This is an optimization exercise on Yosys and OpenROAD, whose aim is small area, a short achievable clock period and few clock cycles per item, not a production implementation. Where RTL was checked, it was by simulation tests only, not by an equivalence proof against the original. Only the layout flow was run in run 5; the RTL was not checked for function there. No activity file was given, so power comes from the tool's default toggle rates.

$ cat design.v
module SHA1_hash (
    input              clk,
    input              nreset,
    input              start_hash,
    input      [31:0]  message_addr,
    input      [31:0]  message_size,
    output     [159:0] hash,
    output reg         done,
    input      [31:0]  port_A_data_out,
    output     [15:0]  port_A_addr
);
localparam [31:0] H0I = 32'h67452301, H1I = 32'hefcdab89, H2I = 32'h98badcfe,
                  H3I = 32'h10325476, H4I = 32'hc3d2e1f0;
localparam [31:0] K0 = 32'h5a827999, K1 = 32'h6ed9eba1, K2 = 32'h8f1bbcdc,
                  K3 = 32'hca62c1d6;
reg        run;         
reg        first;       
reg        lastblk;     
reg        past;        
reg [6:0]  t;           
reg [14:0] rq;          
reg [13:0] raddr;       
reg        c_inc;       
reg        c_ld;        
reg        c_ldw;       
reg        c_part;      
reg        c_len;       
reg        c_hupd;      
reg        c_hxa;       
reg        c_ldc;       
reg        c_ldb;       
reg        c_lda;       
reg [1:0]  c_k;         
reg        c_ch, c_maj; 
reg        c_fin;       
assign port_A_addr = {raddr, 2'b00};
wire start  = !run && !done && start_hash;
wire finish = run && c_fin;
wire run_n  = start || (run && !c_fin);
wire       first_n = !run || (first && t != 7'd81);
wire [6:0] tn = !run ? 7'd76 : (t == 7'd81) ? 7'd0 : t + 7'd1;
wire       ldn = (tn >= 7'd79) || (tn <= 7'd12);
always @(posedge clk or negedge nreset) begin
    if (!nreset) begin
        run    <= 1'b0;
        done   <= 1'b0;
        raddr  <= 14'd0;
        c_hupd <= 1'b0;
    end else begin
        run    <= run_n;
        c_hupd <= run_n && (tn >= 7'd76) && (tn <= 7'd80);
        if (finish)
            done <= 1'b1;
        if (start)
            raddr <= message_addr[15:2];
        else if (run && c_inc)
            raddr <= raddr + 14'd1;
    end
end
always @(posedge clk) begin
    t      <= tn;
    c_inc  <= (tn >= 7'd78) || (tn <= 7'd11);
    c_ld   <= ldn;
    c_ldw  <= run && (t >= 7'd78 || t <= 7'd11);
    c_part <= c_ld ? (rq == 15'd1) : (rq == 15'd0);
    c_len  <= (tn == 7'd12) && past;
    c_hxa  <= (tn >= 7'd79);
    c_ldc  <= (tn == 7'd79) || (tn == 7'd80);
    c_ldb  <= (tn == 7'd80);
    c_lda  <= (tn >= 7'd80);
    c_k    <= (tn <= 7'd16 || tn >= 7'd79) ? 2'd0 :
              (tn <= 7'd36) ? 2'd1 : (tn <= 7'd56) ? 2'd2 : 2'd3;
    c_ch   <= (tn <= 7'd18) || (tn == 7'd81);
    c_maj  <= (tn >= 7'd39) && (tn <= 7'd58);
    c_fin  <= (tn == 7'd80) && lastblk;
    first <= first_n;
    if (!run) begin
        rq      <= message_size[16:2];
        lastblk <= 1'b0;
        past    <= 1'b0;
    end else begin
        if (c_ld)
            rq <= rq - 15'd1;
        if (c_ld && c_part)
            past <= 1'b1;
        if (c_ld && c_len)
            lastblk <= 1'b1;
    end
end
wire [31:0] word_in = {port_A_data_out[7:0], port_A_data_out[15:8],
                       port_A_data_out[23:16], port_A_data_out[31:24]};
wire        w_full = !past && !c_part;
reg  [31:0] mword;
always @* begin
    if (w_full)
        mword = word_in;
    else if (c_part)
        case (message_size[1:0])
            2'd0: mword = 32'h80000000;
            2'd1: mword = {word_in[31:24], 24'h800000};
            2'd2: mword = {word_in[31:16], 16'h8000};
            default: mword = {word_in[31:8], 8'h80};
        endcase
    else if (c_len)
        mword = {12'd0, message_size[16:0], 3'b000};
    else
        mword = 32'd0;
end
reg  [31:0] W [0:15];
wire [31:0] wx = W[13] ^ W[8] ^ W[2] ^ W[0];
integer i;
always @(posedge clk) begin
    for (i = 0; i < 15; i = i + 1)
        W[i] <= W[i+1];
    W[15] <= c_ldw ? mword : {wx[30:0], wx[31]};
end
function [31:0] add32;
    input [31:0] x, y;
    reg [31:0] g, p, g2, p2;
    integer k, d;
    begin
        g = x & y;
        p = x ^ y;
        for (d = 1; d < 32; d = d * 2) begin
            g2 = g;
            p2 = p;
            for (k = 0; k < 32; k = k + 1)
                if (k & d) begin
                    g2[k] = g[k] | (p[k] & g[(k & ~(d - 1)) - 1]);
                    p2[k] = p[k] & p[(k & ~(d - 1)) - 1];
                end
            g = g2;
            p = p2;
        end
        add32 = x ^ y ^ {g[30:0], 1'b0};
    end
endfunction
reg [31:0] A, B, C, CK, Y, Z;
reg [31:0] Q0, Q1, Q2, Q3, Q4;
assign hash = {Q0, Q1, Q2, Q3, Q4};
wire [31:0] Br = {B[1:0], B[31:2]};    
reg [31:0] kz;
always @* begin
    case (c_k)
        2'd0: kz = K0;
        2'd1: kz = K1;
        2'd2: kz = K2;
        default: kz = K3;
    endcase
end
wire [31:0] fy = c_ch  ? ((A & Br) | (~A & C)) :
                 c_maj ? ((A & Br) | (A & C) | (Br & C)) :
                         (A ^ Br ^ C);
wire [31:0] hx = c_hxa ? A : {A[1:0], A[31:2]};
wire [31:0] hsum = add32(Q4, hx);
reg  [31:0] hinit;
always @* begin
    case (t[2:0])
        3'd4: hinit = H4I;    
        3'd5: hinit = H3I;
        3'd6: hinit = H2I;
        3'd7: hinit = H1I;
        default: hinit = H0I;  
    endcase
end
always @(posedge clk) begin
    Z <= add32(CK, W[15]);
    CK <= add32(c_ldc ? Q2 : Br, kz);
    Y <= add32(fy, Z);
    A <= c_lda ? Q0 : add32({A[26:0], A[31:27]}, Y);
    B <= c_ldb ? {Q1[29:0], Q1[31:30]} : A;
    C <= c_ldc ? Q2 : Br;
    if (c_hupd) begin
        Q0 <= first ? hinit : hsum;
        Q1 <= Q0;
        Q2 <= Q1;
        Q3 <= Q2;
        Q4 <= Q3;
    end
end
endmodule
$ cat flow/run.sh
#!/bin/bash
# Own flow: the standard layout (standard.sh) with three changes:
# - synthesis maps adders without Yosys's full-adder extraction
#   (ADDER_MAP_FILE empty) and with a delay-driven ABC script
#   (flow/abc_speed.script, copied over ORFS's);
# - ports are buffered with a plain buffer instead of a delay buffer;
# - clock tree sinks are clustered in groups of up to 30, without dummy loads.
# Each step's output goes to a log file of its own here.
set -euo pipefail
W=$PWD
rm -rf "$W/scripts_own"
cp -r "$FLOW_HOME/scripts" "$W/scripts_own"
cp "$W/flow/abc_speed.script" "$W/scripts_own/abc_speed.script"
bash standard.sh SCRIPTS_DIR="$W/scripts_own" ADDER_MAP_FILE= synth > "$W/synth.log" 2>&1
bash standard.sh "BUFFER_PORTS_ARGS=-buffer_cell sky130_fd_sc_hd__buf_1" \
  "CTS_ARGS=-sink_clustering_enable -repair_clock_nets -sink_clustering_size 30 -sink_clustering_max_diameter 80 -buf_list sky130_fd_sc_hd__clkbuf_16 -dont_use_dummy_load" > "$W/layout.log" 2>&1
$ cat flow/abc_speed.script
strash
dch
map -D 1800
buffer -c
upsize -c -D 1800
dnsize -c -D 1800
$ cat standard.sh
#!/bin/bash
# synth_recipe.tcl (not shown) runs the flow's synth.tcl, then flattens the netlist and writes it again
# the make line also repeats each setting of config.mk as NAME=value (left out here)
make -C /OpenROAD-flow-scripts/flow DESIGN_CONFIG=/design/flow/config.mk WORK_HOME=/design/flow/orfs CLKGATE_MAP_FILE= SYNTH_SCRIPT=/design/flow/synth_recipe.tcl "${@:-finish}"
$ cat config.mk
export PLATFORM = sky130hd
export DESIGN_NAME = SHA1_hash
export DESIGN_NICKNAME = SHA1_hash
export VERILOG_FILES = /design/flow/design.v
export SDC_FILE = /design/flow/constraint.sdc
export NUM_CORES = 4
export LEC_CHECK = 0
export CAP_MARGIN = 20
export CORE_MARGIN = 2
export CORE_UTILIZATION = 40
export SETUP_SLACK_MARGIN = 3.1
export SLEW_MARGIN = 20
export TNS_END_PERCENT = 10
$ cat constraint.sdc
create_clock -name core_clock -period 6.0 [get_ports {clk}]
set_input_delay 1.2000 -clock core_clock [delete_from_list [all_inputs] [get_ports {clk}]]
set_output_delay 1.2000 -clock core_clock [all_outputs]
set_load 0.01 [all_outputs]
==> impl_metrics.py, run 1 <==
metrics = {
    "status": {
        "outcome": "timing/DRC/antenna clean",
    },
    "grt": {
        "grt_max_degree": 66,
        "grt_pass1_vias": 21472,
        "antenna_found_initial": 1,
        "grt_pass1_wl_um": 122000,
        "grt_usage": 0.1825,
        "grt_overflow": 0,
    },
    "layout": {
        "final_cell_mix": "dfxtp_1, nor2_1, nand2_1",
        "area_delta_synth_final_pct": 13.21,
        "largest_register_ffs": 512,
        "regMostFlops": "W",
        "antenna_cells": 0,
        "final_area_mm2": 0.03794,
        "seqCellArea_mm2": 0.02034,
        "layout-drive-gt1-share": 0.1005,
        "layout_commonest_cell": "dfxtp_1",
        "nNetsFinal": 3940,
        "final_cells": 4919,
        "multi_input_area_mm2": 0.01188,
        "fillCellCount": 7934,
    },
    "place": {
        "gp_congestion": 0.8789,
        "dpl.cell_count": 4825,
        "dp_hpwl_um": 59290,
        "port_buffers": 240,
        "dpl-instance-area_mm2": 0.03554,
    },
    "pwr": {
        "p_leak_nw": 15.69,
        "pwr_density_cell_mw_per_mm2": 571.5,
        "ir_worst_vdd_v": 0.0002434,
    },
    "synthesis": {
        "ys_types": 79,
        "ys_seq_area_frac": 0.6043,
        "syn_inst": 3552,
        "yosysWarnings": 2,
        "synth_edf_count": 175,
        "synth_area_mm2": 0.03352,
        "ys_ff_latch": 920,
        "synth.avg_cell_area_um2": 9.436,
        "synth_top_flop_cell": "dfxtp_1",
        "synthArstFlopShare": 0.01848,
    },
    "clock_network": {
        "cts_tree": "built",
        "root_buffer": "clkbuf_16",
        "cts_sinks": 920,
        "htree_levels": 2,
        "insertion_delay_ns": 0.60,
        "cts_buffers": 45,
        "ctsHoldBuffers": 0,
        "path_clk_slew_ns": 0.10,
        "cts_buffer_depth": 3,
    },
    "floorplanning": {
        "die_h_um": 293.5,
        "boundaryPins": 276,
        "dieArea_mm2": 0.08612,
        "core_mm2": 0.08329,
        "start_util": 0.4024,
        "die_x_um": 293.5,
        "rows": 106,
    },
    "critical_path": {
        "cp_max_fo": 6,
        "crit_required_ns": 6.54,
        "arrival_ns": 3.39,
        "cp-end-kind": "flip-flop",
        "start_kind": "flip-flop",
        "path_class": "reg -> reg",
    },
    "timing": {
        "tightest_slew_ns": 0.9168,
        "whs_ns": 0.2907,
        "grt_setup_unrepaired": "yes",
        "finalSetupTns_ns": 0,
        "finalCritPeriodShare": 0.4747,
        "setup_viol": 0,
        "hold_viol": 0,
        "drv_slew": 0,
        "slew_headroom": 0.3888,
        "period_needed_ns": 2.848,
        "skew_ns": 0.06421,
        "fmaxAchievable_ghz": 0.3511,
    },
    "routing": {
        "drtAntennaViolNets": 0,
        "routed_wirelength_um": 81790,
        "drc": 0,
        "first_pass_iters": 5,
        "viasPerCell": 4.808,
        "drtIter0Drc": 1496,
        "vias": 23652,
        "detail_route.wl_per_cell_um": 16.63,
    },
    "job": {
        "drv_cap": 0,
    },
    "worst_hold_path": {
        "hp-class": "reg -> reg",
    },
}
-- per-layer routing --
metal / vias to the layer above / wire length [um] / track usage
met4: 0 / 3320 / 0.06869
met5: - / 0 / 0
met2: 581 / 35940 / 0.2814
li1: 12046 / - / -
met3: 128 / 3952 / 0.02337
met1: 10897 / 38580 / 0.2613
-- what timing repair did --
| item | 4_1_cts | 5_1_grt |
|---|---|---|
| pin swaps | 4 | 47 |
| setup endpoints to repair | 87 | 77 |
| buffers inserted | 9 | 33 |
| gates cloned | 1 | 5 |
| gates resized for setup | 40 | 201 |
-- cells in the mapped netlist (10+ instances only) --
| cell type | instances | area, um^2 |
|---|---|---|
| o21ai_1 | 44 | 220.2 |
| inv_2 | 28 | 105.1 |
| a21oi_1 | 146 | 730.7 |
| a22oi_1 | 17 | 127.6 |
| o21ai_2 | 11 | 96.34 |
| clkbuf_1 | 32 | 120.1 |
| edfxtp_1 | 175 | 5255 |
| inv_1 | 398 | 1494 |
| nand4_1 | 13 | 81.33 |
| o21a_1 | 11 | 82.58 |
| nand3_1 | 55 | 275.3 |
| dfrtp_1 | 17 | 425.4 |
| o21ai_0 | 262 | 1311 |
| nor3_1 | 21 | 105.1 |
| xor2_1 | 112 | 980.9 |
| o211ai_1 | 10 | 75.07 |
| xnor2_1 | 119 | 1042 |
| nor2_2 | 20 | 125.1 |
| nand2_1 | 464 | 1742 |
| o31ai_1 | 12 | 90.09 |
| a211oi_1 | 27 | 202.7 |
| a31oi_1 | 43 | 269.0 |
| dfxtp_1 | 728 | 14570 |
| o21bai_1 | 10 | 75.07 |
| and2_1 | 34 | 212.7 |
| nor2_1 | 552 | 2072 |
| or2_2 | 24 | 150.1 |
| buf_2 | 14 | 70.07 |
-- power by group --
| part | leakage (nW) | switching, mW | internal, mW |
|---|---|---|---|
| sequential | 7.99 | 1.13 | 8.46 |
| combinational | 7.15 | 5.37 | 3.53 |
| clock | 0.555 | 1.84 | 1.34 |
-- stage by stage --
stage                       util  power, mW  setup slack [ns]
after detailed placement  0.4267      17.54             2.140
after CTS                 0.4429      20.85             3.045
after global placement    0.4267      17.42             2.236
after global routing      0.4555      23.32             2.960
final                     0.4555      21.68             3.152
after floorplan                -      15.61             3.488
-- worst max-delay path, stage by stage, from the launching register on --
cell	delay [ns]
dfxtp_4	0.43
inv_4	0.08
nor2_4	0.21
clkinvlp_4	0.25
nor2_2	0.18
nor2_1	0.08
a21oi_2	0.17
o21ai_2	0.09
a221oi_2	0.31
o21bai_2	0.15
a21oi_4	0.24
nor2_1	0.08
a211oi_2	0.23
buf_4	0.15
xor2_1	0.14
-- layout make-up --
type,count,area share
Multi-Input combinational cell,2141,0.3132
Tap cell,1080,0.03561
Timing Repair Buffer,305,0.04165
Inverter,428,0.04369
Sequential cell,920,0.5362
Clock buffer,45,0.02968
-- cells by family after synthesis --
logic type	Yosys count	synth area share
AND/OR/NAND/NOR	1226	0.1520
buffers and inverters	493	0.05906
XOR/XNOR	232	0.06085
AO/OA/AOI/OAI	678	0.1230
flip-flops	920	0.6043
adder cells (fa/ha/maj)	2	0.0006346
other	1	0.0001119
-- final timing paths --
check | start | endpoint | slack, ns | cells after the start
setup / recovery | c_k[0] | CK[25] | 3.15 | 14
hold / removal | W[2][21] | W[1][21] | 0.29 | 0
setup reg to reg | c_k[0] | CK[25] | 3.15 | 14
hold reg to reg | W[2][21] | W[1][21] | 0.29 | 0
max in group asynchronous | nreset | c_hupd | 4.62 | 1
min in group asynchronous | nreset | raddr[9] | 0.71 | 1
Testbench counts, summed over its fixed seeds: cycles 214,546, bytes 152,657.
==> inputs of run 2 (changes only) <==
--- a/flow/run.sh
+++ b/flow/run.sh
@@ -4,7 +4,8 @@
 #   (ADDER_MAP_FILE empty) and with a delay-driven ABC script
 #   (flow/abc_speed.script, copied over ORFS's);
 # - ports are buffered with a plain buffer instead of a delay buffer;
-# - clock tree sinks are clustered in groups of up to 30, without dummy loads.
+# - clock tree sinks are clustered in groups of up to 30 flip-flops at most
+#   80 um across, without dummy loads.
 # Each step's output goes to a log file of its own here.
 set -euo pipefail
 W=$PWD
==> run 2 against run 1 <==
Net effect:
- sequential share of layout area did not move
- count of clock-buffer cells in the layout stayed put
- non-clock buffer count unchanged
- cell area unchanged
- final cell count stayed put
- clock power is essentially flat
- sequential power hardly changed
- sequential cell count stayed put
- core utilization stayed put
- die area stayed put
- highest routed layer unchanged
==> impl_metrics.py, run 2 <==
metrics = {
    "status": {
        "outcome": "timing/DRC/antenna clean",
    },
    "synthesis": {
        "ys_top_cells_by_count": "dfxtp_1, nor2_1, nand2_1",
        "synth_area_mm2": 0.03352,
        "ys_ff_latch": 920,
        "synth_edf_count": 175,
        "synthArstFlopShare": 0.01848,
        "yosysWarnings": 2,
        "syn_inst": 3552,
        "synth.avg_cell_area_um2": 9.436,
        "yosysMostFrequentCell": "dfxtp_1",
        "ys_types": 79,
        "yosys-top-cells-area": "dfxtp_1, edfxtp_1, nor2_1, nand2_1, inv_1",
        "synth_top_flop_cell": "dfxtp_1",
        "synth_top_cell_by_area": "dfxtp_1",
        "ys_seq_area_frac": 0.6043,
        "synth_top_area_frac": 0.4348,
    },
    "critical_path": {
        "endpoint": "CK[25]",
        "critPathLaunch": "c_k[0]",
        "path_class": "reg -> reg",
        "rr_worst_depth": 14,
        "start_kind": "flip-flop",
        "cp_max_fo": 6,
        "cp-end-kind": "flip-flop",
        "reg2reg_slack_ns": 3.15,
        "arrival_ns": 3.39,
        "crit_required_ns": 6.54,
        "r2r-start": "c_k[0]",
        "regToRegEndpoint": "CK[25]",
    },
    "place": {
        "gp_congestion": 0.8789,
        "place_ws_ns": 2.140,
        "dpl-instance-area_mm2": 0.03554,
        "dp_hpwl_um": 59290,
        "port_buffers": 240,
    },
    "pwr": {
        "pwr_density_cell_mw_per_mm2": 571.5,
        "p_leak_nw": 15.69,
        "ir_worst_vdd_v": 0.0002434,
    },
    "floorplanning": {
        "boundaryPins": 276,
        "core_mm2": 0.08329,
        "die_h_um": 293.5,
        "dieArea_mm2": 0.08612,
        "die_x_um": 293.5,
        "rows": 106,
        "start_util": 0.4024,
    },
    "routing": {
        "vias": 23652,
        "viasPerCell": 4.808,
        "drtIter0Drc": 1496,
        "drc": 0,
        "routed_wirelength_um": 81790,
        "drtAntennaViolNets": 0,
        "first_pass_iters": 5,
        "detail_route.wl_per_cell_um": 16.63,
    },
    "timing": {
        "setup_ws_ns": 3.152,
        "finalSetupTns_ns": 0,
        "tightest_slew_ns": 0.9168,
        "skew_ns": 0.06421,
        "fmaxAchievable_ghz": 0.3511,
        "hold_viol": 0,
        "drv_slew": 0,
        "setup_viol": 0,
        "finalCritPeriodShare": 0.4747,
        "period_needed_ns": 2.848,
        "slew_headroom": 0.3888,
        "grt_setup_unrepaired": "yes",
    },
    "clock_network": {
        "htree_levels": 2,
        "cts_tree": "built",
        "insertion_delay_ns": 0.60,
        "cts_buffers": 45,
        "cts_sinks": 920,
        "path_clk_slew_ns": 0.10,
        "root_buffer": "clkbuf_16",
        "cts_buffer_depth": 3,
    },
    "grt": {
        "grt_overflow": 0,
        "antenna_found_initial": 1,
        "grt_usage": 0.1825,
        "grt_max_degree": 66,
        "grt_pass1_wl_um": 122000,
        "grt_pass1_vias": 21472,
    },
    "layout": {
        "final_area_mm2": 0.03794,
        "layout_commonest_cell": "dfxtp_1",
        "final_cell_mix": "dfxtp_1, nor2_1, nand2_1",
        "antenna_cells": 0,
        "regMostFlops": "W",
        "layout-drive-gt1-share": 0.1005,
        "nNetsFinal": 3940,
        "area_delta_synth_final_pct": 13.21,
        "finish.utilization": 0.4555,
        "largest_register_ffs": 512,
    },
    "worst_hold_path": {
        "hp-class": "reg -> reg",
    },
    "job": {
        "drv_cap": 0,
    },
}
-- run 2: how the worst min path moves through the flow --
stage,from,endpoint,slack (ns),cells past startpoint
after global placement,W[14][15],W[13][15],0.31,0
after detailed placement,W[11][26],W[10][26],0.31,0
after floorplan,W[1][0],W[0][0],0.31,0
after global routing,W[2][21],W[1][21],0.29,0
final,W[2][21],W[1][21],0.29,0
after CTS,W[2][21],W[1][21],0.29,0
-- run 2: critical path, cell delays in order, from the launching register on --
cell and delay, ns:
dfxtp_4 0.43, inv_4 0.08, nor2_4 0.21, clkinvlp_4 0.25
nor2_2 0.18, nor2_1 0.08, a21oi_2 0.17, o21ai_2 0.09
a221oi_2 0.31, o21bai_2 0.15, a21oi_4 0.24, nor2_1 0.08
a211oi_2 0.23, buf_4 0.15, xor2_1 0.14
-- run 2: cells by family after synthesis --
kind of cell    after synthesis  synth area share
compound gates              678            0.1230
xor+xnor                    232           0.06085
fa+ha+maj                     2         0.0006346
flops                       920            0.6043
other cells                   1         0.0001119
buf+inv                     493           0.05906
simple gates               1226            0.1520
-- run 2: what timing repair did --
| item | 4_1_cts | 5_1_grt |
|---|---|---|
| pin swaps | 4 | 47 |
| cloned | 1 | 5 |
| endpoints found under the setup margin | 87 | 77 |
| resized for setup | 40 | 201 |
| hold buffers | 0 | 0 |
| setup buffers | 9 | 33 |
-- run 2: routing by layer --
layer | wire length, um | global-route usage | share of wire | vias up
li1 | - | - | - | 12046
met1 | 38580 | 0.2613 | 0.47 | 10897
met2 | 35940 | 0.2814 | 0.44 | 581
met3 | 3952 | 0.02337 | 0.048 | 128
met4 | 3320 | 0.06869 | 0.041 | 0
met5 | 0 | 0 | 0 | -
-- run 2: final cells by class --
cell class              instances  area, um^2
fillers                      7934       45350
flip-flops and latches        920       20340
multi-input cells            2141       11880
inverters                     428        1658
repair buffers                305        1580
well taps                    1080        1351
clock buffers                  45        1126
-- run 2: power breakdown --
part	internal [mW]	switching, mW
Clock	1.34	1.84
Sequential	8.46	1.13
Combinational	3.53	5.37
Total	13.3	8.35
-- run 2: through the flow --
stage	std cells	power, mW	hold WS [ns]
2_1_floorplan	3553	15.61	0.3096
3_3_place_gp	4825	17.42	0.3096
3_5_place_dp	4825	17.54	0.3121
4_1_cts	4880	20.85	0.2887
5_1_grt	4919	23.32	0.2919
6_report	4919	21.68	0.2907
==> inputs of run 3 (changes only) <==
--- a/config.mk
+++ b/config.mk
@@ -8,6 +8,6 @@
 export CAP_MARGIN = 20
 export CORE_MARGIN = 2
 export CORE_UTILIZATION = 40
-export SETUP_SLACK_MARGIN = 3.1
+export SETUP_SLACK_MARGIN = 3.0
 export SLEW_MARGIN = 20
 export TNS_END_PERCENT = 10
==> run 3 against run 2 <==
Net effect:
- still clean on timing, DRC and antenna
- sequential power about the same
- final cell count down 0.43%
- non-clock buffer count down 20
- first-iteration DRC count up 6.6%
- largest power group unchanged
==> impl_metrics.py, run 3 <==
metrics = {
    "status": {
        "outcome": "timing/DRC/antenna clean",
    },
    "clock_network": {
        "cts_buffer_depth": 3,
        "cts_buffers": 45,
        "insertion_delay_ns": 0.60,
        "cts_tree": "built",
        "root_buffer": "clkbuf_16",
        "htree_levels": 2,
        "path_clk_slew_ns": 0.10,
        "cts_sinks": 920,
        "ctsHoldBuffers": 0,
    },
    "routing": {
        "first_pass_iters": 6,
        "viasPerCell": 4.781,
        "routed_wirelength_um": 80630,
        "dr.max_layer_used": "met4",
        "wl_met2_um": 35490,
        "vias": 23417,
        "drtIter0Drc": 1594,
        "drc": 0,
        "detail_route.wl_per_cell_um": 16.46,
        "drtAntennaViolNets": 0,
        "wl_met3_um": 3798,
        "wl_met1_um": 38420,
    },
    "layout": {
        "area_delta_synth_final_pct": 11.76,
        "multi_input_area_mm2": 0.01161,
        "regMostFlops": "W",
        "largest_register_ffs": 512,
        "seqCellArea_mm2": 0.02032,
        "antenna_cells": 0,
        "layout_commonest_cell": "dfxtp_1",
        "fillCellCount": 7977,
        "final_cell_mix": "dfxtp_1, nor2_1, nand2_1",
        "nNetsFinal": 3919,
        "layout-drive-gt1-share": 0.08172,
        "finish.utilization": 0.4497,
    },
    "pwr": {
        "pwr_density_cell_mw_per_mm2": 566.3,
        "p_leak_nw": 15.53,
        "power_mw": 21.21,
        "ir_worst_vdd_v": 0.0002582,
    },
    "grt": {
        "grt_pass1_vias": 21404,
        "grt_max_degree": 66,
        "grt_overflow": 0,
        "antenna_found_initial": 1,
        "grt_usage": 0.1818,
        "grt_pass1_wl_um": 121600,
    },
    "synthesis": {
        "synth_top_flop_cell": "dfxtp_1",
        "synth_top_cell_by_area": "dfxtp_1",
        "synth_edf_count": 175,
        "ys_ff_latch": 920,
        "ys_seq_area_frac": 0.6043,
        "ys_types": 79,
        "yosysMostFrequentCell": "dfxtp_1",
        "synth_area_mm2": 0.03352,
        "synth.avg_cell_area_um2": 9.436,
        "synth_top_area_frac": 0.4348,
        "synthArstFlopShare": 0.01848,
        "ys_top_cells_by_count": "dfxtp_1, nor2_1, nand2_1",
        "syn_inst": 3552,
        "yosysWarnings": 2,
        "yosys-top-cells-area": "dfxtp_1, edfxtp_1, nor2_1, nand2_1, inv_1",
    },
    "timing": {
        "skew_ns": 0.06444,
        "setup_viol": 0,
        "fmaxAchievable_ghz": 0.3352,
        "grt_setup_unrepaired": "yes",
        "finalCritPeriodShare": 0.4973,
        "tightest_slew_ns": 1.014,
        "drv_slew": 0,
        "period_needed_ns": 2.984,
        "hold_viol": 0,
        "slew_headroom": 0.3242,
        "finalSetupTns_ns": 0,
    },
    "floorplanning": {
        "die_x_um": 293.5,
        "boundaryPins": 276,
        "dieArea_mm2": 0.08612,
        "core_mm2": 0.08329,
        "die_h_um": 293.5,
        "start_util": 0.4024,
        "rows": 106,
    },
    "worst_hold_path": {
        "min_to": "W[1][21]",
        "worstHoldPathCells": 0,
        "hp-class": "reg -> reg",
        "hp-start": "W[2][21]",
    },
    "critical_path": {
        "r2r-start": "A[27]",
        "cp_max_fo": 14,
        "path_cells": "nand2_1, maj3_2, or2_1, a31oi_4, a21oi_2, o21ai_2, nand3_1, nand2_4, inv_2, o31ai_2, xnor2_1, o21ai_1",
        "crit_path_top_delay_cell": "dfxtp_2",
        "cp_slowest_stage_delay_ns": 0.48,
        "regToRegEndpoint": "A[22]",
        "reg2reg_slack_ns": 3.02,
        "start_kind": "flip-flop",
        "crit_required_ns": 6.44,
        "cp-end-kind": "flip-flop",
        "rr_worst_depth": 12,
        "path_class": "reg -> reg",
        "arrival_ns": 3.42,
    },
    "job": {
        "drv_cap": 0,
    },
    "place": {
        "gp_congestion": 0.8789,
        "dp_hpwl_um": 59290,
        "port_buffers": 240,
    },
}
[run 3: cell counts after synthesis]
Identical to the previous run, type by type.
[run 3: repair_timing]
action,in CTS,in global routing
pin swaps,2,20
cloned,0,3
setup endpoints to repair,78,67
resized for setup,23,117
buffers inserted,4,20
[run 3: how the worst max path moves through the flow]
stage                       from     end  slack, ns  depth (start not counted)
final                      A[27]   A[22]       3.02                         12
after global routing      c_k[1]  CK[26]       2.90                         16
after detailed placement   c_ldc  CK[28]       2.14                         15
after CTS                   A[7]   Y[15]       2.93                         13
after global placement     c_ldc  CK[26]       2.24                         15
after floorplan           c_hupd   Q0[0]       3.49                          0
[run 3: layout make-up]
class	instances	share of cell area
flip-flops and latches	920	0.5425
inverters	428	0.04379
well taps	1080	0.03608
repair buffers	285	0.03751
clock buffers	45	0.03006
multi-input cells	2140	0.3100
[run 3: metal layers]
layer,vias up,GRT usage
met5,-,0
met4,0,0.06558
met3,117,0.02239
met2,577,0.2803
met1,10704,0.2620
li1,12019,-
[run 3: worst max-delay path, delay by kind of cell, from the launching register on]
kind,cells,cell delay [ns]
buf+inv,1,0.11
fa+ha+maj,1,0.34
xor+xnor,1,0.19
compound gates,5,0.88
flops,1,0.48
simple gates,4,0.81
[run 3: power breakdown]
part / internal, mW / switching [mW]
sequential: 8.45 / 1.12
combinational: 3.27 / 5.18
clock: 1.34 / 1.84
total: 13.1 / 8.15
[run 3: cell families (layout without fill, tap and decap cells)]
logic type               Yosys count  count (layout)  share of synthesized area
AND/OR/NAND/NOR                 1226            1226                     0.1520
flip-flops                       920             920                     0.6043
AO/OA/AOI/OAI                    678             678                     0.1230
buffers and inverters            493             758                    0.05906
XOR/XNOR                         232             232                    0.06085
adder cells (fa/ha/maj)            2               2                  0.0006346
other                              1               2                  0.0001119
[run 3: metrics by stage]
stage	worst slack (ns)	instances	cell area, um^2	hold slack (ns)
after CTS	2.928	4874	36800	0.2887
final	3.016	4898	37460	0.2904
after detailed placement	2.140	4825	35540	0.3121
after global routing	2.897	4898	37460	0.2919
after global placement	2.236	4825	35540	0.3096
after floorplan	3.488	3553	33520	0.3096
==> inputs of run 4 (changes only) <==
--- a/config.mk
+++ b/config.mk
@@ -8,6 +8,6 @@
 export CAP_MARGIN = 20
 export CORE_MARGIN = 2
 export CORE_UTILIZATION = 40
-export SETUP_SLACK_MARGIN = 3.0
+export SETUP_SLACK_MARGIN = 3.2
 export SLEW_MARGIN = 20
-export TNS_END_PERCENT = 10
+export TNS_END_PERCENT = 5
==> run 4 against run 3 <==
Net effect:
- wire length is 3.8% higher
- largest power group unchanged
- synthesized cell count unchanged
- combinational power increased by 9.3%
==> impl_metrics.py, run 4 <==
metrics = {
    "layout": {
        "final_cell_mix": "dfxtp_1, nor2_1, nand2_1",
        "layout-drive-gt1-share": 0.1255,
        "final_cells": 4960,
        "layout_commonest_cell": "dfxtp_1",
        "area_delta_synth_final_pct": 15.26,
        "regMostFlops": "W",
        "final_area_mm2": 0.03863,
        "finish.utilization": 0.4638,
        "nNetsFinal": 3980,
        "largest_register_ffs": 512,
    },
    "timing": {
        "fmaxAchievable_ghz": 0.3527,
        "finalCritPeriodShare": 0.4726,
        "setup_viol": 0,
        "skew_ns": 0.06420,
        "grt_setup_unrepaired": "yes",
        "setup_ws_ns": 3.164,
        "drv_slew": 0,
        "hold_viol": 0,
        "finalSetupTns_ns": 0,
        "whs_ns": 0.2907,
        "slew_headroom": 0.3979,
        "period_needed_ns": 2.836,
        "tightest_slew_ns": 0.9032,
    },
    "synthesis": {
        "ys_seq_area_frac": 0.6043,
        "synthArstFlopShare": 0.01848,
        "synth_top_area_frac": 0.4348,
        "synth_top_flop_cell": "dfxtp_1",
        "synth_edf_count": 175,
        "yosys-top-cells-area": "dfxtp_1, edfxtp_1, nor2_1, nand2_1, inv_1",
        "ys_types": 79,
        "syn_inst": 3552,
        "yosysWarnings": 2,
        "ys_top_cells_by_count": "dfxtp_1, nor2_1, nand2_1",
        "ys_ff_latch": 920,
        "synth.avg_cell_area_um2": 9.436,
        "yosysMostFrequentCell": "dfxtp_1",
        "synth_area_mm2": 0.03352,
        "synth_top_cell_by_area": "dfxtp_1",
    },
    "clock_network": {
        "path_clk_slew_ns": 0.10,
        "cts_buffer_depth": 3,
        "cts_sinks": 920,
        "insertion_delay_ns": 0.60,
        "cts_tree": "built",
        "htree_levels": 2,
        "cts_buffers": 45,
        "root_buffer": "clkbuf_16",
    },
    "critical_path": {
        "cp_max_fo": 6,
        "rr_worst_depth": 12,
        "r2r-start": "A[27]",
        "start_kind": "flip-flop",
        "reg2reg_slack_ns": 3.16,
        "critPathLaunch": "A[27]",
        "crit_required_ns": 6.44,
        "path_class": "reg -> reg",
        "cp-end-kind": "flip-flop",
        "regToRegEndpoint": "A[22]",
        "arrival_ns": 3.28,
    },
    "routing": {
        "drtAntennaViolNets": 0,
        "vias": 23987,
        "viasPerCell": 4.836,
        "drc": 0,
        "routed_wirelength_um": 83700,
        "drtIter0Drc": 1642,
        "first_pass_iters": 6,
        "detail_route.wl_per_cell_um": 16.88,
    },
    "grt": {
        "grt_max_degree": 66,
        "antenna_found_initial": 1,
        "grt_pass1_vias": 21475,
        "grt_usage": 0.1825,
        "grt_pass1_wl_um": 122000,
        "grt_overflow": 0,
    },
    "pwr": {
        "p_leak_nw": 15.96,
        "pwr_density_cell_mw_per_mm2": 571.0,
        "power_mw": 22.06,
        "ir_worst_vdd_v": 0.0002487,
    },
    "floorplanning": {
        "die_x_um": 293.5,
        "die_h_um": 293.5,
        "core_mm2": 0.08329,
        "boundaryPins": 276,
        "rows": 106,
        "dieArea_mm2": 0.08612,
        "start_util": 0.4024,
    },
    "worst_hold_path": {
        "hp-class": "reg -> reg",
        "hp-start": "W[2][21]",
        "min_to": "W[1][21]",
        "worstHoldPathCells": 0,
    },
    "place": {
        "place_ws_ns": 2.140,
        "port_buffers": 240,
        "dp_hpwl_um": 59290,
        "dpl-instance-area_mm2": 0.03554,
        "gp_congestion": 0.8789,
        "dpl.cell_count": 4825,
    },
    "status": {
        "outcome": "timing/DRC/antenna clean",
    },
    "job": {
        "drv_cap": 0,
    },
}
==> run 4: cell counts after synthesis <==
No cell type changed its count.
==> run 4: worst max-delay path by stage <==
stage / end / slack [ns] / cells after the start
2_1_floorplan: Q0[0] / 3.49 / 0
3_3_place_gp: CK[26] / 2.24 / 15
3_5_place_dp: CK[28] / 2.14 / 15
4_1_cts: Q0[31] / 3.04 / 12
5_1_grt: Q0[25] / 3.04 / 17
6_report: A[22] / 3.16 / 12
==> run 4: final cells by class <==
cell class                      instances  area, um^2
Fill cell                            7902       44660
Multi-Input combinational cell       2141       12170
Timing Repair inverter                  1       8.758
Sequential cell                       920       20360
Tap cell                             1080        1351
Timing Repair Buffer                  344        1932
Antenna cell                            1       2.502
Clock buffer                           45        1126
Inverter                              428        1685
==> run 4: kinds of logic after synthesis <==
family          count (synthesis)  synth area share
flops                         920            0.6043
other cells                     1         0.0001119
compound gates                678            0.1230
xor+xnor                      232           0.06085
buf+inv                       493           0.05906
simple gates                 1226            0.1520
fa+ha+maj                       2         0.0006346
==> run 4: timing repair <==
item | 4_1_cts | 5_1_grt
resized for setup | 44 | 304
pin swaps | 4 | 76
cloned | 1 | 8
setup buffers | 9 | 70
setup endpoints to repair | 94 | 99
hold buffers | 0 | 0
==> run 4: layer usage <==
metal	GRT usage	up-vias	part of all wire	wire length (um)
li1	-	12142	-	-
met1	0.2613	11097	0.47	39100
met2	0.2816	611	0.45	37380
met3	0.02352	137	0.046	3819
met4	0.06807	0	0.041	3405
met5	0	-	0	0
==> run 4: report_power, final <==
group / internal, mW / total [mW] / switching (mW)
clock: 1.34 / 3.20 / 1.85
combinational: 3.73 / 9.24 / 5.51
sequential: 8.47 / 9.62 / 1.15
==> run 4: worst max-delay path, stage by stage (launching register included) <==
cell	delay (ns)
dfxtp_4	0.44
nand2_1	0.13
maj3_2	0.34
or2_1	0.28
a31oi_4	0.25
a21oi_2	0.12
o21ai_2	0.26
nand3_2	0.13
nand2_4	0.15
inv_2	0.10
o31ai_2	0.21
xnor2_1	0.20
o21ai_1	0.08
==> inputs of run 5 (changes only) <==
--- a/design.v
+++ b/design.v
@@ -151,8 +151,8 @@
 wire [31:0] fy = c_ch  ? ((A & Br) | (~A & C)) :
                  c_maj ? ((A & Br) | (A & C) | (Br & C)) :
                          (A ^ Br ^ C);
-wire [31:0] hx = c_hxa ? A : {A[1:0], A[31:2]};
-wire [31:0] hsum = add32(Q4, hx);
+wire [31:0] hx = (!c_hupd || first) ? 32'd0 : c_hxa ? A : {A[1:0], A[31:2]};
+wire [31:0] hq;
 reg  [31:0] hinit;
 always @* begin
     case (t[2:0])
@@ -163,6 +163,8 @@
         default: hinit = H0I;  
     endcase
 end
+assign hq = !c_hupd ? Q0 : first ? hinit : Q4;
+wire [31:0] hsum = add32(hq, hx);
 always @(posedge clk) begin
     Z <= add32(CK, W[15]);
     CK <= add32(c_ldc ? Q2 : Br, kz);
@@ -170,8 +172,8 @@
     A <= c_lda ? Q0 : add32({A[26:0], A[31:27]}, Y);
     B <= c_ldb ? {Q1[29:0], Q1[31:30]} : A;
     C <= c_ldc ? Q2 : Br;
+    Q0 <= hsum;
     if (c_hupd) begin
-        Q0 <= first ? hinit : hsum;
         Q1 <= Q0;
         Q2 <= Q1;
         Q3 <= Q2;
--- a/config.mk
+++ b/config.mk
@@ -8,6 +8,6 @@
 export CAP_MARGIN = 20
 export CORE_MARGIN = 2
 export CORE_UTILIZATION = 40
-export SETUP_SLACK_MARGIN = 3.2
+export SETUP_SLACK_MARGIN = 3.1
 export SLEW_MARGIN = 20
-export TNS_END_PERCENT = 5
+export TNS_END_PERCENT = 10
==> run 5 against run 4 <==
Net effect:
- highest routed layer unchanged
- first-iteration DRC count is 6.8% higher
- total power decreased by 53%
- core utilization up 0.37 points
- cell area is 1.1% higher
- clock skew down 0.012 ns
- sequential share of layout area down 1.4 points
- fmax down 3.3%
- die area grew 0.65%
- sequential power is 33% lower
- wire length increased by 5.7%
- clock power down 3%
- critical path depth grew 2
==> impl_metrics.py, run 5 <==
metrics = {
    "status": {
        "outcome": "timing/DRC/antenna clean",
    },
    "routing": {
        "detail_route.wl_per_cell_um": 17.49,
        "first_pass_iters": 6,
        "routed_wirelength_um": 88490,
        "vias": 24931,
        "viasPerCell": 4.928,
        "drc": 0,
        "drtIter0Drc": 1753,
        "drtAntennaViolNets": 0,
    },
    "layout": {
        "layout_commonest_cell": "dfxtp_1",
        "fillCellCount": 7924,
        "largest_register_ffs": 512,
        "antenna_cells": 0,
        "seqCellArea_mm2": 0.02002,
        "area_delta_synth_final_pct": 15.79,
        "nNetsFinal": 4080,
        "final_cell_mix": "dfxtp_1, nor2_1, nand2_1",
        "multi_input_area_mm2": 0.01283,
        "regMostFlops": "W",
        "final_cells": 5059,
        "layout-drive-gt1-share": 0.1221,
    },
    "synthesis": {
        "synth-compound-area-share": 0.1323,
        "yosysMostFrequentCell": "dfxtp_1",
        "ys_types": 81,
        "synth_mux_area_frac": 0,
        "yosys.area_share.adder": 0.0005934,
        "synth_top_flop_cell": "dfxtp_1",
        "synth_top_area_frac": 0.4510,
        "yosysWarnings": 2,
        "synth-simple-area-share": 0.1617,
        "ys_ff_latch": 920,
        "synth_top_cell_by_area": "dfxtp_1",
        "synthArstFlopShare": 0.01848,
        "synth_edf_count": 143,
        "syn_inst": 3643,
        "synth_xor_area_frac": 0.05893,
        "synth_area_mm2": 0.03374,
        "ys_top_cells_by_count": "dfxtp_1, nor2_1, nand2_1",
        "yosys-top-cells-area": "dfxtp_1, edfxtp_1, nor2_1, nand2_1, inv_1",
        "synth_top_family_by_area": "simple AND/OR/NAND/NOR gates",
        "ys_seq_area_frac": 0.5909,
        "synth.avg_cell_area_um2": 9.261,
    },
    "clock_network": {
        "ctsHoldBuffers": 0,
        "cts_sinks": 920,
        "path_clk_slew_ns": 0.10,
        "cts_buffer_depth": 3,
        "htree_levels": 2,
        "insertion_delay_ns": 0.61,
        "cts_tree": "built",
        "root_buffer": "clkbuf_16",
        "cts_buffers": 43,
    },
    "place": {
        "dp_hpwl_um": 61240,
        "gp_congestion": 0.8874,
        "port_buffers": 240,
        "dpl.cell_count": 4908,
    },
    "floorplanning": {
        "die_x_um": 294.4,
        "boundaryPins": 276,
        "die_h_um": 294.4,
        "core_mm2": 0.08356,
        "start_util": 0.4038,
        "rows": 106,
        "dieArea_mm2": 0.08668,
    },
    "pwr": {
        "ir_worst_vdd_v": 0.0002239,
        "pwr_density_cell_mw_per_mm2": 265.8,
        "p_leak_nw": 16.05,
    },
    "critical_path": {
        "start_kind": "flip-flop",
        "arrival_ns": 3.42,
        "cp_max_fo": 8,
        "crit_required_ns": 6.48,
        "cp-end-kind": "flip-flop",
        "rr_worst_depth": 14,
        "path_class": "reg -> reg",
    },
    "grt": {
        "grt_pass1_vias": 22204,
        "grt_max_degree": 71,
        "antenna_found_initial": 0,
        "grt_usage": 0.1893,
        "grt_overflow": 0,
        "grt_pass1_wl_um": 126600,
    },
    "timing": {
        "hold_viol": 0,
        "setup_viol": 0,
        "finalCritPeriodShare": 0.4889,
        "whs_ns": 0.3010,
        "finalSetupTns_ns": 0,
        "grt_setup_unrepaired": "yes",
        "slew_headroom": 0.3720,
        "tightest_slew_ns": 0.9420,
        "skew_ns": 0.05214,
        "fmaxAchievable_ghz": 0.3409,
        "period_needed_ns": 2.934,
        "drv_slew": 0,
    },
    "worst_hold_path": {
        "worstHoldPathCells": 0,
        "hp-class": "reg -> reg",
    },
    "job": {
        "drv_cap": 0,
    },
}
-- run 5: where the power goes --
| part | switching [mW] | internal, mW | total (mW) |
|---|---|---|---|
| logic | 0.542 | 0.326 | 0.868 |
| clock network | 1.82 | 1.29 | 3.11 |
| registers | 0.0943 | 6.31 | 6.41 |
-- run 5: cells by family after synthesis --
| logic type | after synthesis |
|---|---|
| AND/OR/NAND/NOR | 1298 |
| flip-flops | 920 |
| AO/OA/AOI/OAI | 727 |
| buffers and inverters | 468 |
| XOR/XNOR | 227 |
| adder cells (fa/ha/maj) | 2 |
| other | 1 |
-- run 5: per-stage QoR --
stage	setup slack (ns)	cell area, um^2	util	power [mW]
floorplan	2.640	33820	-	7.056
global placement	2.155	35810	0.4285	7.260
finish	3.066	39060	0.4675	10.38
CTS	3.035	37510	0.4490	10.38
detailed placement	2.182	35810	0.4285	7.267
global route	2.922	39060	0.4675	10.78
-- run 5: worst paths after layout --
kind / endpoint / slack [ns] / from
min in group asynchronous: raddr[0] / 0.52 / nreset
max in group asynchronous: c_hupd / 5.10 / nreset
worst min-delay path: W[11][29] / 0.30 / W[12][29]
worst max-delay path: Q0[25] / 3.07 / c_hupd
worst min register to register: W[11][29] / 0.30 / W[12][29]
worst max register to register: Q0[25] / 3.07 / c_hupd
-- run 5: cell type report --
cell class	count	area share
Timing Repair inverter	2	0.0004164
Timing Repair Buffer	357	0.05653
Inverter	397	0.03997
Tap cell	1080	0.03459
Multi-Input combinational cell	2260	0.3283
Clock buffer	43	0.02755
Sequential cell	920	0.5126
-- run 5: routing by layer --
metal,wire [um],global-route usage
met1,41340,0.2701
met2,38970,0.2921
met3,4264,0.02255
met4,3917,0.07529
met5,0,0
-- run 5: critical path: stages, from the launching register on --
cell       delay [ns]
dfrtp_4          0.57
buf_12           0.17
buf_16           0.15
buf_4            0.16
or2_2            0.29
a21oi_1          0.25
nor2_4           0.08
inv_1            0.09
nor2_2           0.06
a221oi_4         0.33
o21bai_4         0.17
buf_4            0.17
a21oi_1          0.16
o2bb2ai_1        0.13
nand2_1          0.05
-- run 5: timing repair --
item,CTS,global route
gates resized for setup,89,219
setup buffers,24,69
pin swaps,10,62
endpoints found under the setup margin,79,95
cloned,4,11
==> inputs of run 6 (changes only) <==
--- a/design.v
+++ b/design.v
@@ -151,8 +151,8 @@
 wire [31:0] fy = c_ch  ? ((A & Br) | (~A & C)) :
                  c_maj ? ((A & Br) | (A & C) | (Br & C)) :
                          (A ^ Br ^ C);
-wire [31:0] hx = (!c_hupd || first) ? 32'd0 : c_hxa ? A : {A[1:0], A[31:2]};
-wire [31:0] hq;
+wire [31:0] hx = c_hxa ? A : {A[1:0], A[31:2]};
+wire [31:0] hsum = add32(Q4, hx);
 reg  [31:0] hinit;
 always @* begin
     case (t[2:0])
@@ -163,8 +163,6 @@
         default: hinit = H0I;  
     endcase
 end
-assign hq = !c_hupd ? Q0 : first ? hinit : Q4;
-wire [31:0] hsum = add32(hq, hx);
 always @(posedge clk) begin
     Z <= add32(CK, W[15]);
     CK <= add32(c_ldc ? Q2 : Br, kz);
@@ -172,8 +170,8 @@
     A <= c_lda ? Q0 : add32({A[26:0], A[31:27]}, Y);
     B <= c_ldb ? {Q1[29:0], Q1[31:30]} : A;
     C <= c_ldc ? Q2 : Br;
-    Q0 <= hsum;
     if (c_hupd) begin
+        Q0 <= first ? hinit : hsum;
         Q1 <= Q0;
         Q2 <= Q1;
         Q3 <= Q2;
==> flow/run.sh (replaced) <==
#!/bin/bash
# Own flow: the standard layout (standard.sh) with three changes:
# - synthesis maps adders without Yosys's full-adder extraction
#   (ADDER_MAP_FILE empty) and with a delay-driven ABC script
#   (flow/abc_speed.script, copied over ORFS's);
# - ports are buffered with a plain buffer instead of a delay buffer;
# - clock tree sinks are clustered in groups of up to 36, without dummy loads.
# Each step's output goes to a log file of its own here.
set -euo pipefail
W=$PWD
rm -rf "$W/scripts_own"
cp -r "$FLOW_HOME/scripts" "$W/scripts_own"
cp "$W/flow/abc_speed.script" "$W/scripts_own/abc_speed.script"
bash standard.sh SCRIPTS_DIR="$W/scripts_own" ADDER_MAP_FILE= synth > "$W/synth.log" 2>&1
bash standard.sh "BUFFER_PORTS_ARGS=-buffer_cell sky130_fd_sc_hd__buf_2" \
  "CTS_ARGS=-sink_clustering_enable -repair_clock_nets -sink_clustering_size 36 -sink_clustering_max_diameter 60 -buf_list sky130_fd_sc_hd__clkbuf_16 -dont_use_dummy_load" > "$W/layout.log" 2>&1
--- a/config.mk
+++ b/config.mk
@@ -8,6 +8,5 @@
 export CAP_MARGIN = 20
 export CORE_MARGIN = 2
 export CORE_UTILIZATION = 40
-export SETUP_SLACK_MARGIN = 3.1
+export SETUP_SLACK_MARGIN = 3.0
 export SLEW_MARGIN = 20
-export TNS_END_PERCENT = 10
==> run 6 against run 5 <==
Net effect:
- still clean on timing, DRC and antenna
- non-clock buffer count fell by 53
- hold slack got worse by 0.024 ns
- register-to-register slack improved by 0.05 ns
- setup slack improved by 0.049 ns
- global-route usage fell by 0.36 points
- combinational power rose to 10 times the previous value
- fmax rose by 1.7%
- die area fell by 0.64%
- sequential power rose by about 50%
- core utilization fell by 0.24 points
- critical path type unchanged
- highest routed layer unchanged
==> impl_metrics.py, run 6 <==
metrics = {
    "critical_path": {
        "crit_required_ns": 6.47,
        "arrival_ns": 3.35,
        "cp_max_fo": 7,
        "r2r-start": "c_ldc",
        "reg2reg_slack_ns": 3.12,
        "start_kind": "flip-flop",
        "rr_worst_depth": 15,
        "regToRegEndpoint": "CK[28]",
        "cp-end-kind": "flip-flop",
        "path_class": "reg -> reg",
    },
    "timing": {
        "tightest_slew_ns": 0.9956,
        "fmaxAchievable_ghz": 0.3467,
        "setup_viol": 0,
        "slew_headroom": 0.3363,
        "finalSetupTns_ns": 0,
        "finalCritPeriodShare": 0.4807,
        "period_needed_ns": 2.884,
        "grt_setup_unrepaired": "yes",
        "drv_slew": 0,
        "skew_ns": 0.08732,
        "hold_viol": 0,
    },
    "layout": {
        "final_cell_mix": "dfxtp_1, nor2_1, nand2_1",
        "regMostFlops": "W",
        "largest_register_ffs": 512,
        "layout-drive-gt1-share": 0.1648,
        "nNetsFinal": 3960,
        "area_delta_synth_final_pct": 15.58,
        "layout_commonest_cell": "dfxtp_1",
    },
    "clock_network": {
        "root_buffer": "clkbuf_16",
        "htree_levels": 3,
        "path_clk_slew_ns": 0.12,
        "cts_buffer_depth": 3,
        "cts_tree": "built",
        "ctsHoldBuffers": 0,
        "cts_buffers": 66,
        "cts_sinks": 920,
        "insertion_delay_ns": 0.65,
    },
    "floorplanning": {
        "boundaryPins": 276,
        "rows": 106,
        "core_mm2": 0.08329,
        "dieArea_mm2": 0.08612,
        "die_x_um": 293.5,
        "start_util": 0.4024,
        "die_h_um": 293.5,
    },
    "routing": {
        "drtAntennaViolNets": 0,
        "drtIter0Drc": 1710,
        "drc": 0,
        "viasPerCell": 4.828,
        "routed_wirelength_um": 82350,
        "first_pass_iters": 5,
        "detail_route.wl_per_cell_um": 16.67,
        "vias": 23848,
    },
    "pwr": {
        "p_leak_nw": 16.66,
        "pwr_density_cell_mw_per_mm2": 576.7,
        "ir_worst_vdd_v": 0.0003148,
        "power_mw": 22.34,
    },
    "synthesis": {
        "synth_top_cell_by_area": "dfxtp_1",
        "synth.avg_cell_area_um2": 9.436,
        "synthArstFlopShare": 0.01848,
        "syn_inst": 3552,
        "synth_top_area_frac": 0.4348,
        "yosysWarnings": 2,
        "yosysMostFrequentCell": "dfxtp_1",
        "yosys-top-cells-area": "dfxtp_1, edfxtp_1, nor2_1, nand2_1, inv_1",
        "synth_area_mm2": 0.03352,
        "ys_ff_latch": 920,
        "ys_seq_area_frac": 0.6043,
        "ys_types": 79,
        "synth_top_flop_cell": "dfxtp_1",
        "synth_edf_count": 175,
        "ys_top_cells_by_count": "dfxtp_1, nor2_1, nand2_1",
    },
    "job": {
        "drv_cap": 0,
    },
    "grt": {
        "busiest_layer": "met2",
        "gr-usage-met1": 0.2612,
        "grt_usage": 0.1857,
        "grt_pass1_vias": 21854,
        "grt_max_degree": 69,
        "met2_usage": 0.2879,
        "grt_pass1_wl_um": 123700,
        "antenna_found_initial": 3,
        "grt_overflow": 0,
        "gr-usage-met3": 0.02829,
    },
    "worst_hold_path": {
        "hp-class": "reg -> reg",
        "worstHoldPathCells": 0,
        "hp-start": "W[5][23]",
        "min_to": "W[4][23]",
    },
    "status": {
        "outcome": "timing/DRC/antenna clean",
    },
    "place": {
        "gp_congestion": 0.8874,
        "port_buffers": 240,
        "dp_hpwl_um": 59670,
    },
}
-- run 6: changes by cell type after synthesis, sizes merged, moves of 6 or more --
cell,previous run,this run
xor2,102,113
nor2,617,576
o22ai,16,8
o2bb2ai,8,0
o31ai,5,13
dfxtp,760,728
edfxtp,143,175
xnor2,125,119
a21oi,184,155
a31oi,57,45
inv,394,426
nand3,65,55
nor3,40,24
o21bai,19,13
-- run 6: metrics by stage --
| stage | setup WS [ns] | std cells | cell area, um^2 | hold slack, ns | util |
|---|---|---|---|---|---|
| after floorplan | 3.488 | 3553 | 33520 | 0.3096 | - |
| after global placement | 2.548 | 4825 | 35840 | 0.3096 | 0.4303 |
| after detailed placement | 2.473 | 4825 | 35840 | 0.3121 | 0.4303 |
| after CTS | 3.003 | 4898 | 37750 | 0.2786 | 0.4533 |
| after global routing | 2.938 | 4940 | 38740 | 0.2819 | 0.4651 |
| final | 3.116 | 4940 | 38740 | 0.2775 | 0.4651 |
-- run 6: logic make-up (layout without fill, tap and decap cells) --
group                    count (synthesis)  count (layout)  synth area share
AO/OA/AOI/OAI                          678             678            0.1230
flip-flops                             920             920            0.6043
buffers and inverters                  493             799           0.05906
XOR/XNOR                               232             232           0.06085
AND/OR/NAND/NOR                       1226            1226            0.1520
adder cells (fa/ha/maj)                  2               2         0.0006346
other                                    1               3         0.0001119
-- run 6: worst max path at each step --
stage	from	slack, ns	to
detailed placement	c_ch	2.47	Y[25]
CTS	c_ch	3.00	Y[31]
global route	c_ldc	2.94	CK[22]
finish	c_ldc	3.12	CK[28]
global placement	c_ch	2.55	Y[21]
floorplan	c_hupd	3.49	Q0[0]
-- run 6: final cells by class --
type,instances,area (um^2)
multi-input combinational,2140,11830
tap,1080,1351
antenna,1,2.502
clock buffer,66,1652
inverter,428,1673
sequential,920,20320
fill,7869,44550
timing repair inverter,1,11.26
timing repair buffer,304,1898
-- run 6: critical path, cell delays in order (launching register included) --
cell and delay (ns):
dfxtp_4 0.42, buf_12 0.16, clkinv_16 0.06, buf_2 0.18, or2_2 0.28, o21ai_0 0.13, inv_1 0.15, nor2_4 0.13
a21oi_4 0.05, nand4_1 0.14, nand2_4 0.10, a31oi_4 0.34, nor2_4 0.09, a211oi_2 0.24, nand2_1 0.10, xor2_1 0.16
-- run 6: power breakdown --
part           internal (mW)  switching (mW)
combinational           3.49            5.35
sequential              8.46            1.14
clock                   1.95            1.96
total                   13.9            8.45
-- run 6: routing by layer --
layer	vias to the layer above	share of wire
met5	-	0
met4	0	0.036
met3	131	0.051
met2	627	0.45
met1	10992	0.47
li1	12098	-
-- run 6: timing repair --
| item | 4_1_cts | 5_1_grt |
|---|---|---|
| endpoints found under the setup margin | 72 | 68 |
| resized for setup | 37 | 180 |
| buffers inserted | 4 | 37 |
| cloned | 3 | 4 |
| pin swaps | 6 | 49 |
Testbench counts of run 6, summed over its fixed seeds: cycles 214,546, bytes 152,657.

separate check: timing with driven ports:
Ports are ideal in the flow. The routed layouts listed here were re-timed in OpenROAD.
Step 1 (the two cells are an assumption about what drives the block):
set clk [get_ports {clk}]
set_driving_cell -lib_cell sky130_fd_sc_hd__clkbuf_16 $clk
set_driving_cell -lib_cell sky130_fd_sc_hd__buf_2 [delete_from_list [all_inputs] $clk]
Step 2 adds t to the input delays and takes it off the output delays; t is the mean of the earliest and latest rising clock arrival at the registers after step 1. Input paths then give back, and output paths get back, about the clock's delay inside the block.
Three values: ideal ports, drivers, drivers and shift; two values: the first two.
| run | shift t [ns] | slack for setup (ns) | hold WS [ns] | worst data-port slew with drivers (ns) |
|---|---|---|---|---|
| run 1 | 0.636 | 3.152 / 3.152 / 2.896 | 0.291 / 0.291 / 0.291 | 0.10 |
| run 2 | 0.636 | 3.152 / 3.152 / 2.896 | 0.291 / 0.291 / 0.291 | 0.10 |
| run 3 | 0.637 | 3.016 / 3.016 / 2.892 | 0.290 / 0.290 / 0.290 | 0.10 |
| run 4 | 0.638 | 3.164 / 3.164 / 2.888 | 0.291 / 0.291 / 0.291 | 0.10 |
| run 5 | 0.649 | 3.066 / 3.066 / 2.835 | 0.301 / 0.301 / 0.301 | 0.09 |
| run 6 | 0.663 | 3.116 / 3.116 / 2.944 | 0.278 / 0.278 / 0.278 | 0.08 |
After both steps setup and hold are still met in every run listed. For run 4, which loses most, drivers alone change the setup slack by 0.000 ns; drivers and shift together by -0.276 ns.
